Context: an optimization exercise on an open-source flow, tuned for small area. The choices shown serve that exercise and are no tape-out recipe.
RTL that was checked went through simulation tests only; none was proved equivalent to the original.
Power is estimated from default activity; no workload was simulated.

==> inputs of 02-03 <==
## ram_single_port
module ram_single_port(
    input clk,
    input write_en,
    input reset,
    input [6:0] addr,
    input [7:0] data_in,
    output reg [7:0] data_out
);
==> module ram_single_port, before the edit <==
module ram_single_port(
    input clk,
    input write_en,
    input reset,
    input [6:0] addr,
    input [7:0] data_in,
    output reg [7:0] data_out
);
reg [7:0] memory [63:0];
wire [63:0] s, sn;
wire [7:0] wd, col, row, wcol, wcoln, wrow, wrown;
wire rd;
ram_ctrl u_ctrl (
    .write_en(write_en), .reset(reset), .addr(addr[5:0]), .data_in(data_in),
    .wcol(wcol), .wcoln(wcoln), .wrow(wrow), .wrown(wrown), .wd(wd), .col(col), .row(row), .rd(rd)
);
genvar w;
generate
    for (w = 0; w < 64; w = w + 1) begin : wordg
        ram_wsel u_wsel (.col(wcol[w % 8]), .coln(wcoln[w % 8]), .row(wrow[w / 8]), .rown(wrown[w / 8]),
                         .s(s[w]), .sn(sn[w]));
    end
endgenerate
integer i;
always @(posedge clk) begin
    for (i = 0; i < 64; i = i + 1)
        memory[i] <= (memory[i] & {8{sn[i]}}) | (wd & {8{s[i]}});
end
wire [7:0] rdata;
genvar b, h;
generate
    for (b = 0; b < 8; b = b + 1) begin : bitg
        wire [7:0] rowbit;
        for (h = 0; h < 8; h = h + 1) begin : rowg
            ram_ao8 u_col (
                .d({memory[8*h+7][b], memory[8*h+6][b], memory[8*h+5][b], memory[8*h+4][b],
                    memory[8*h+3][b], memory[8*h+2][b], memory[8*h+1][b], memory[8*h+0][b]}),
                .s(col), .y(rowbit[h]));
        end
        ram_ao8 u_row (.d(rowbit), .s(row), .y(rdata[b]));
    end
endgenerate
always @(posedge clk) begin
    if (rd)
        data_out <= rdata;
end
endmodule
==> module ram_ctrl, before the edit <==
module ram_ctrl(
    input write_en,
    input reset,
    input [5:0] addr,
    input [7:0] data_in,
    output [7:0] wcol,
    output [7:0] wcoln,
    output [7:0] wrow,
    output [7:0] wrown,
    output [7:0] wd,
    output [7:0] col,
    output [7:0] row,
    output rd
);
assign col = 8'd1 << addr[2:0];
assign row = 8'd1 << addr[5:3];
assign wcol = reset ? 8'hff : (write_en ? col : 8'h00);
assign wcoln = ~wcol;
assign wrow = reset ? 8'hff : row;
assign wrown = ~wrow;
assign wd = data_in & {8{~reset}};
assign rd = ~reset & ~write_en;
endmodule
==> module ram_ao8, before the edit <==
module ram_ao8(
    input [7:0] d,
    input [7:0] s,
    output y
);
wire y0, y1, y2;
ram_ao3n u0 (.d(d[2:0]), .s(s[2:0]), .y(y0));
ram_ao3n u1 (.d(d[5:3]), .s(s[5:3]), .y(y1));
assign y2 = ~((d[6] & s[6]) | (d[7] & s[7]));
assign y = ~(y0 & y1 & y2);
endmodule
clock: 5.0 ns
lec_check: 0
cap_margin: 20
core_margin: 2
core_utilization: 55
slew_margin: 20
synth_hierarchical: 1
synth_minimum_keep_size: 0
standard.sh (not shown) runs the stock make flow with config.mk's settings and CLKGATE_MAP_FILE= SYNTH_SCRIPT=/design/flow/synth_recipe.tcl, a recipe that flattens the netlist after the stock synthesis.
==> flow/flow/run.sh <==
#!/bin/bash
# Standard ORFS layout (the standard.sh) with two changes:
# - clock tree: no dummy loads, clkbuf_4/clkbuf_8 buffers, larger sink clusters
# - port buffers: buf_1 instead of the default choice
# ORFS writes each step's log under orfs/logs/; make's own output goes to
# standard.log here.
set -euo pipefail
export CTS_ARGS="-sink_clustering_enable -repair_clock_nets -dont_use_dummy_load -buf_list {sky130_fd_sc_hd__clkbuf_4 sky130_fd_sc_hd__clkbuf_8} -sink_clustering_size 20 -sink_clustering_max_diameter 60"
export BUFFER_PORTS_ARGS="-buffer_cell sky130_fd_sc_hd__buf_1"
bash standard.sh > standard.log 2>&1
==> 03-12 (differences from 02-03) <==
--- a/flow/design.v
+++ b/flow/design.v
@@ -10,9 +10,10 @@
 reg [7:0] memory [63:0];
 wire [63:0] s, sn;
-wire [7:0] wd, col, row, wcol, wcoln, wrow, wrown;
-wire rd;
+wire [7:0] wd, col, wcol, wcoln, wrow, wrown;
+wire rd, rdn;
 ram_ctrl u_ctrl (
     .write_en(write_en), .reset(reset), .addr(addr[5:0]), .data_in(data_in),
-    .wcol(wcol), .wcoln(wcoln), .wrow(wrow), .wrown(wrown), .wd(wd), .col(col), .row(row), .rd(rd)
+    .wcol(wcol), .wcoln(wcoln), .wrow(wrow), .wrown(wrown), .wd(wd), .col(col),
+    .rd(rd), .rdn(rdn)
 );
 genvar w;
@@ -34,15 +35,14 @@
         wire [7:0] rowbit;
         for (h = 0; h < 8; h = h + 1) begin : rowg
-            ram_ao8 u_col (
+            ram_rowsel u_row (
                 .d({memory[8*h+7][b], memory[8*h+6][b], memory[8*h+5][b], memory[8*h+4][b],
                     memory[8*h+3][b], memory[8*h+2][b], memory[8*h+1][b], memory[8*h+0][b]}),
-                .s(col), .y(rowbit[h]));
+                .col(col), .rown(wrown[h]), .y(rowbit[h]));
         end
-        ram_ao8 u_row (.d(rowbit), .s(row), .y(rdata[b]));
+        ram_or8 u_or (.d(rowbit), .y(rdata[b]));
     end
 endgenerate
 always @(posedge clk) begin
-    if (rd)
-        data_out <= rdata;
+    data_out <= (data_out & {8{rdn}}) | (rdata & {8{rd}});
 end
 endmodule
@@ -58,15 +58,15 @@
     output [7:0] wd,
     output [7:0] col,
-    output [7:0] row,
-    output rd
+    output rd,
+    output rdn
 );
 assign col = 8'd1 << addr[2:0];
-assign row = 8'd1 << addr[5:3];
 assign wcol = reset ? 8'hff : (write_en ? col : 8'h00);
 assign wcoln = ~wcol;
-assign wrow = reset ? 8'hff : row;
+assign wrow = reset ? 8'hff : (8'd1 << addr[5:3]);
 assign wrown = ~wrow;
 assign wd = data_in & {8{~reset}};
 assign rd = ~reset & ~write_en;
+assign rdn = reset | write_en;
 endmodule
 module ram_wsel(
@@ -81,14 +81,15 @@
 assign sn = ~(col & row);
 endmodule
-module ram_ao8(
+module ram_rowsel(
     input [7:0] d,
-    input [7:0] s,
+    input [7:0] col,
+    input rown,
     output y
 );
 wire y0, y1, y2;
-ram_ao3n u0 (.d(d[2:0]), .s(s[2:0]), .y(y0));
-ram_ao3n u1 (.d(d[5:3]), .s(s[5:3]), .y(y1));
-assign y2 = ~((d[6] & s[6]) | (d[7] & s[7]));
-assign y = ~(y0 & y1 & y2);
+ram_ao3n u0 (.d(d[2:0]), .s(col[2:0]), .y(y0));
+ram_ao3n u1 (.d(d[5:3]), .s(col[5:3]), .y(y1));
+assign y2 = ~((d[6] & col[6]) | (d[7] & col[7]));
+assign y = ~((y0 & y1 & y2) | rown);
 endmodule
 module ram_ao3n(
@@ -99,2 +100,8 @@
 assign y = ~|(d & s);
 endmodule
+module ram_or8(
+    input [7:0] d,
+    output y
+);
+assign y = |d;
+endmodule
==> flow/flow/run.sh (replaced) <==
#!/bin/bash
# Standard ORFS layout (the standard.sh) with two changes:
# - clock tree: no dummy loads, clkbuf_8 buffers, sink clusters of up to 16
#   flip-flops within 60 um
# - port buffers: buf_1 instead of the default choice
# ORFS writes each step's log under orfs/logs/; make's own output goes to
# standard.log here.
set -euo pipefail
export CTS_ARGS="-sink_clustering_enable -repair_clock_nets -dont_use_dummy_load -buf_list sky130_fd_sc_hd__clkbuf_8 -sink_clustering_size 16 -sink_clustering_max_diameter 60"
export BUFFER_PORTS_ARGS="-buffer_cell sky130_fd_sc_hd__buf_1"
bash standard.sh > standard.log 2>&1
- CORE_UTILIZATION: 55 -> 65
==> summary.txt <==
Number of nets in the layout: 02-03 1631; 03-12 1624
Highest ir drop seen on vdd: 02-03 0.000303 V; 03-12 0.000282 V
Synth Area in Compound Gates: 02-03 33.9%; 03-12 35.7%
Run status: 02-03 complete, no violations; 03-12 complete, no violations
Detailed-placement wirelength estimate: 02-03 36900 um; 03-12 35300 um
Met3 Usage GRT: 02-03 7.14%; 03-12 6.24%
Filler Cell Count: 02-03 2905; 03-12 2364
Power in sequential cells: 02-03 4.92 mW; 03-12 4.94 mW
Power in combinational cells: 02-03 1.13 mW; 03-12 1.19 mW
Syn Inst Count: 02-03 1703; 03-12 1707
Worst clock skew: 02-03 84.9 ps; 03-12 51.4 ps
Worst-Skew Late Latency: 02-03 650 ps; 03-12 570 ps
Clock power share: 02-03 24.4%; 03-12 24.2%
Peak per-stage delay on the critical path: 02-03 580 ps; 03-12 610 ps
Share of cell area taken by multi-input logic gates: 02-03 39.5%; 03-12 39.8%
Met2 routed wirelength: 02-03 25000 um; 03-12 25600 um
Routed wire length on met3: 02-03 6110 um; 03-12 5870 um
Post-Synthesis Mean Instance Area: 02-03 11.4 um2; 03-12 11.3 um2
Crit-path max FO: 02-03 47; 03-12 48
Average vias per placed instance: 02-03 7.30; 03-12 7.70
Only the layout flow was run in 02-03; the RTL was not checked for function there.

afterwards: timing with drivers on the ports:
Ports are ideal in the flow. The routed layouts listed here were re-timed in OpenROAD. Step 1, drivers: a clkbuf_16 drives clk and a buf_2 each remaining input, both assumed. Step 2 moves the port delays by t, midway between the first and last clock arrival at a register: inputs arrive t later, outputs are due t later. That takes back most of the time a late clock gives input paths. Slacks: no drivers / after step 1 / after step 2; pairs: no drivers / after step 1.
run	t, ns	slack for setup (ns)	worst setup path after step 2
02-03	0.659	1.386 / 1.408 / 0.749	input to register
03-12	0.605	1.596 / 1.613 / 1.008	input to register
After both steps every run listed still meets setup and hold. For 02-03, which loses most, drivers alone change the setup slack by +0.022 ns; drivers and shift together by -0.637 ns.
